What follows belongs to an exercise in optimizing a design on an open flow for small area and a short achievable clock period; a production flow would make more cautious choices. Function was checked by simulation only, so behaviour that the tests miss may differ from the original.

Setup of v57:
==> flow/design.v (excerpt) <==
module fp16MAC(a, b, acc, CLK, RESETn);
	input [15:0] a, b;
	input CLK, RESETn;
	output reg [15:0] acc;
	wire        pre_s;
	wire [4:0]  pre_e;
	wire [1:0]  pre_c;
	fm_mul_pre u_pre(.a(a), .b(b), .s(pre_s), .e(pre_e), .c(pre_c));
	reg        in_s;
	reg [1:0]  in_c;
	reg [4:0]  in_e;
	reg [9:0]  in_ma, in_mb;
	wire [12:0] mul_m;
	wire        mul_st;
	fm_mul_prod u_prod(.ma(in_ma), .mb(in_mb), .m(mul_m), .st(mul_st));
	reg        md_s;
	reg [1:0]  md_c;
	reg [4:0]  md_e;
	reg [12:0] md_m;
	reg        md_st;
	wire [15:0] prod_w;
	fm_mul_round u_rnd(.s(md_s), .e(md_e), .c(md_c), .m(md_m), .st(md_st), .p(prod_w));
	reg [15:0] prod;
	wire [15:0] sum_w;
	fm_add u_add(.A(acc), .B(prod), .Y(sum_w));
	always @(posedge CLK, negedge RESETn) begin
		if (!RESETn) begin
			in_s <= 1'b0;
			in_c <= 2'd0;
			md_s <= 1'b0;
			md_c <= 2'd0;
			prod <= 16'd0;
			acc  <= 16'd0;
		end else begin
			in_s <= pre_s;
			in_c <= pre_c;
			md_s <= in_s;
			md_c <= in_c;
			prod <= prod_w;
			acc  <= sum_w;
		end
	end
	always @(posedge CLK) begin
		in_e  <= pre_e;
		in_ma <= a[9:0];
		in_mb <= b[9:0];
		md_e  <= in_e;
		md_m  <= mul_m;
		md_st <= mul_st;
	end
endmodule
export LEC_CHECK = 0
export ABC_AREA = 1
export CAP_MARGIN = 20
export CORE_MARGIN = 2
export CORE_UTILIZATION = 55
export SLEW_MARGIN = 20
create_clock -name core_clock -period 15.5 [get_ports {CLK}]
standard.sh (not shown) runs the stock make flow with config.mk's settings and CLKGATE_MAP_FILE= SYNTH_SCRIPT=/design/flow/synth_recipe.tcl, a recipe that flattens the netlist after the stock synthesis.
==> flow/flow/run.sh <==
#!/bin/bash
# Own flow: the standard layout (standard.sh: the same ORFS scripts and
# settings), except that the full/half adder cells are on the don't-use list.
# Yosys's extract_fa otherwise turns the arithmetic into chains of slow
# fa/ha cells with inverters around them; without them ABC maps the same
# logic into ordinary gates.  Registers, floorplan, power grid, placement,
# clock tree and routing are the standard flow's.
set -euo pipefail
cp config.mk own_config.mk
cat >> own_config.mk <<'EOC'
export DONT_USE_CELLS += sky130_fd_sc_hd__fa_1 sky130_fd_sc_hd__fa_2 sky130_fd_sc_hd__fa_4 sky130_fd_sc_hd__ha_1 sky130_fd_sc_hd__ha_2 sky130_fd_sc_hd__ha_4
export SETUP_SLACK_MARGIN = 10.5
EOC
sed -E "s#DESIGN_CONFIG=[^ ]+#DESIGN_CONFIG=$PWD/own_config.mk#" standard.sh > own_standard.sh
grep -q "DESIGN_CONFIG=$PWD/own_config.mk" own_standard.sh
bash own_standard.sh > standard.log 2>&1
Input changes introduced in v34 (baseline for comparison: v57):
==> flow/flow/run.sh <==
#!/bin/bash
# Own flow: the standard layout (standard.sh, unchanged ORFS scripts and
# settings) with its own synthesis script, flow/own_synth.tcl (see there).
# Floorplan, power grid, placement, clock tree and routing are the standard
# flow's.  Each make step writes its full log under orfs/logs/; the make
# output itself goes to standard.log here.
set -euo pipefail
sed -E "s#SYNTH_SCRIPT=[^ ]+#SYNTH_SCRIPT=$PWD/flow/own_synth.tcl SETUP_SLACK_MARGIN=9.8#" standard.sh > own_standard.sh
grep -q "SYNTH_SCRIPT=$PWD/flow/own_synth.tcl" own_standard.sh
bash own_standard.sh > standard.log 2>&1
==> flow/flow/abc_area.script (new file) <==
strash
dch
amap
topo
stime -c
buffer -c
upsize -c
dnsize -c
==> flow/flow/abc_fast.script (new file) <==
strash
dch
map -B 0.9
topo
stime -c
buffer -c
upsize -c
dnsize -c
==> flow/flow/own_synth.tcl (new file) <==
set own_dir [file dirname [file normalize [info script]]]
proc synth {args} {
  if {[lsearch -exact $args "fine:"] >= 0} {
    yosys synth -nofsm -noshare -noabc {*}$args
  } else {
    yosys synth -nofsm -noshare {*}$args
  }
}
proc extract_fa {args} { yosys extract_fa {*}$args fm_mul_prod }
proc keep_hierarchy {args} {
  foreach m {fm_add fm_mul_prod fm_mul_round} { yosys setattr -mod -set keep_hierarchy 1 $m }
}
proc abc {args} {
  global own_dir
  set i [expr {[lsearch -exact $args -script] + 1}]
  yosys abc {*}[lreplace $args $i $i $own_dir/abc_fast.script] fm_add
  yosys abc {*}[lreplace $args $i $i $own_dir/abc_area.script] fm_mul_prod fm_mul_round fp16MAC
}
source $::env(SCRIPTS_DIR)/synth.tcl
# left out here: clear keep_hierarchy, flatten, clean up, hide names made inside functions, write 1_2_yosys.v
diff --git a/flow/config.mk b/flow/config.mk
--- a/flow/config.mk
+++ b/flow/config.mk
@@ -12 +12,2 @@
 export SLEW_MARGIN = 20
+export SYNTH_HIERARCHICAL = 1
==> comparison <==
Result for v34 and v57: all clean
Compared with v57, v34 shows routed metal-1 wirelength lower by 17%.
Comparing fmax for v34 and v57, the bigger number came from v34.
The global-route wire length before repair in v34 sits 13% below the value recorded for v57.
v34 and v57 ended up with roughly the same quantity of hold-fixing buffers added after cts.
Detailed route wirelength on metal2 down 15% in v34 wrt v57
Edits applied to the flow inputs when going from v34 to v26:
==> flow/flow/run.sh <==
#!/bin/bash
# Own flow: the standard layout (standard.sh, unchanged scripts and
# settings), except that synthesis may not use the full/half adder cells.
# Yosys's extract_fa otherwise turns the arithmetic into chains of slow
# fa/ha cells with inverters around them; without them ABC maps the same
# logic into ordinary gates.  Registers, floorplan, power grid, placement,
# clock tree and routing are the standard flow's.
set -euo pipefail
export DONT_USE_CELLS="sky130_fd_sc_hd__fa_1 sky130_fd_sc_hd__fa_2 sky130_fd_sc_hd__fa_4 sky130_fd_sc_hd__ha_1 sky130_fd_sc_hd__ha_2 sky130_fd_sc_hd__ha_4"
bash standard.sh > standard.log 2>&1
diff --git a/flow/config.mk b/flow/config.mk
--- a/flow/config.mk
+++ b/flow/config.mk
@@ -12,2 +12 @@
 export SLEW_MARGIN = 20
-export SYNTH_HIERARCHICAL = 1
removed: flow/flow/abc_area.script
removed: flow/flow/abc_fast.script
removed: flow/flow/own_synth.tcl
--- outcome ---
Changes observed in v26 relative to v34: final critical-path required period grew by 2.36 ns, complex-gate fraction of the synthesized area went down, final-report max-slew violation count roughly the same.
NOTE met2 wirelength from detailed routing v34->v26 decreased slightly
Max post-cts sizing count across v34 and v26: v34
Largest family of logic cells by synthesized area: simple AND/OR/NAND/NOR gates -> v34, adder cells -> v26
Iteration count of the initial detailed-routing pass was lower in the run labelled v26.
#### Input delta (v45 over v26)
==> flow/flow/run.sh <==
#!/bin/bash
# Own flow: the standard layout (standard.sh, unchanged ORFS scripts and
# settings) with its own synthesis script, flow/own_synth.tcl (see there).
# Floorplan, power grid, placement, clock tree and routing are the standard
# flow's.  Each make step writes its full log under orfs/logs/; the make
# output itself goes to standard.log here.
set -euo pipefail
sed -E "s#SYNTH_SCRIPT=[^ ]+#SYNTH_SCRIPT=$PWD/flow/own_synth.tcl#" standard.sh > own_standard.sh
grep -q "SYNTH_SCRIPT=$PWD/flow/own_synth.tcl" own_standard.sh
bash own_standard.sh > standard.log 2>&1
==> flow/flow/abc_area.script (new file) <==
strash
dch
amap
topo
stime -c
buffer -c
upsize -c
dnsize -c
==> flow/flow/abc_fast.script (new file) <==
strash
dch
map -B 0.9
topo
stime -c
buffer -c
upsize -c
dnsize -c
==> flow/flow/own_synth.tcl (new file) <==
set own_dir [file dirname [file normalize [info script]]]
proc synth {args} {
  if {[lsearch -exact $args "fine:"] >= 0} {
    yosys synth -nofsm -noshare -noabc {*}$args
  } else {
    yosys synth -nofsm -noshare {*}$args
  }
}
proc extract_fa {args} { yosys extract_fa {*}$args fm_mul_prod }
proc keep_hierarchy {args} {
  foreach m {fm_add fm_mul_prod fm_mul_round} { yosys setattr -mod -set keep_hierarchy 1 $m }
}
proc abc {args} {
  global own_dir
  set i [expr {[lsearch -exact $args -script] + 1}]
  yosys abc {*}[lreplace $args $i $i $own_dir/abc_fast.script] fm_add
  yosys abc {*}[lreplace $args $i $i $own_dir/abc_area.script] fm_mul_prod fm_mul_round fp16MAC
}
source $::env(SCRIPTS_DIR)/synth.tcl
# left out here: clear keep_hierarchy, flatten, clean up, hide names made inside functions, write 1_2_yosys.v
diff --git a/flow/config.mk b/flow/config.mk
--- a/flow/config.mk
+++ b/flow/config.mk
@@ -10,3 +10,4 @@
 export CORE_MARGIN = 2
-export CORE_UTILIZATION = 55
+export CORE_UTILIZATION = 70
 export SLEW_MARGIN = 20
+export SYNTH_HIERARCHICAL = 1
Findings:
- v45: all stages complete, timing, DRC and antenna checks passed
- v26 finished every step from synthesis to the final layout, and the layout passed the timing, design-rule and antenna checks.
- Compared to v26, the routing of v45 uses more wire.
- Against v26 as the reference, v45 delivers a lower mux cell area share after synthesis.
- Compared with v26, v45 shows a lower maximum single-stage delay on the critical path.
- v26 → v45: first-iteration DRC count went up by 387.

[port drivers added, routing unchanged]
How much do the figures lean on ideal ports? The routed layouts below were timed once more, with nothing changed but the port constraints.
Step 1 assumes that a clkbuf_16 drives the clock port and a buf_2 every other input.
Step 2 moves the port delays by t, midway between the first and last clock arrival at a register: inputs arrive t later, outputs are due t later. That takes back most of the time a late clock gives input paths.
Slacks: ideal ports / drivers / drivers and shift; pairs: ideal ports / drivers.
run | shift t [ns] | slack for setup (ns) | hold slack, ns | worst register clock-pin slew, ns
v57 | 0.381 | 10.205 / 10.205 / 10.205 | 0.327 / 0.327 / 0.327 | 0.06 / 0.06
v34 | 0.380 | 10.290 / 10.290 / 10.290 | 0.320 / 0.320 / 0.320 | 0.07 / 0.07
v26 | 0.398 | 7.928 / 7.928 / 7.928 | 0.325 / 0.325 / 0.325 | 0.07 / 0.07
v45 | 0.380 | 9.623 / 9.623 / 9.623 | 0.321 / 0.321 / 0.321 | 0.07 / 0.07
After both steps setup and hold are still met in every run listed.
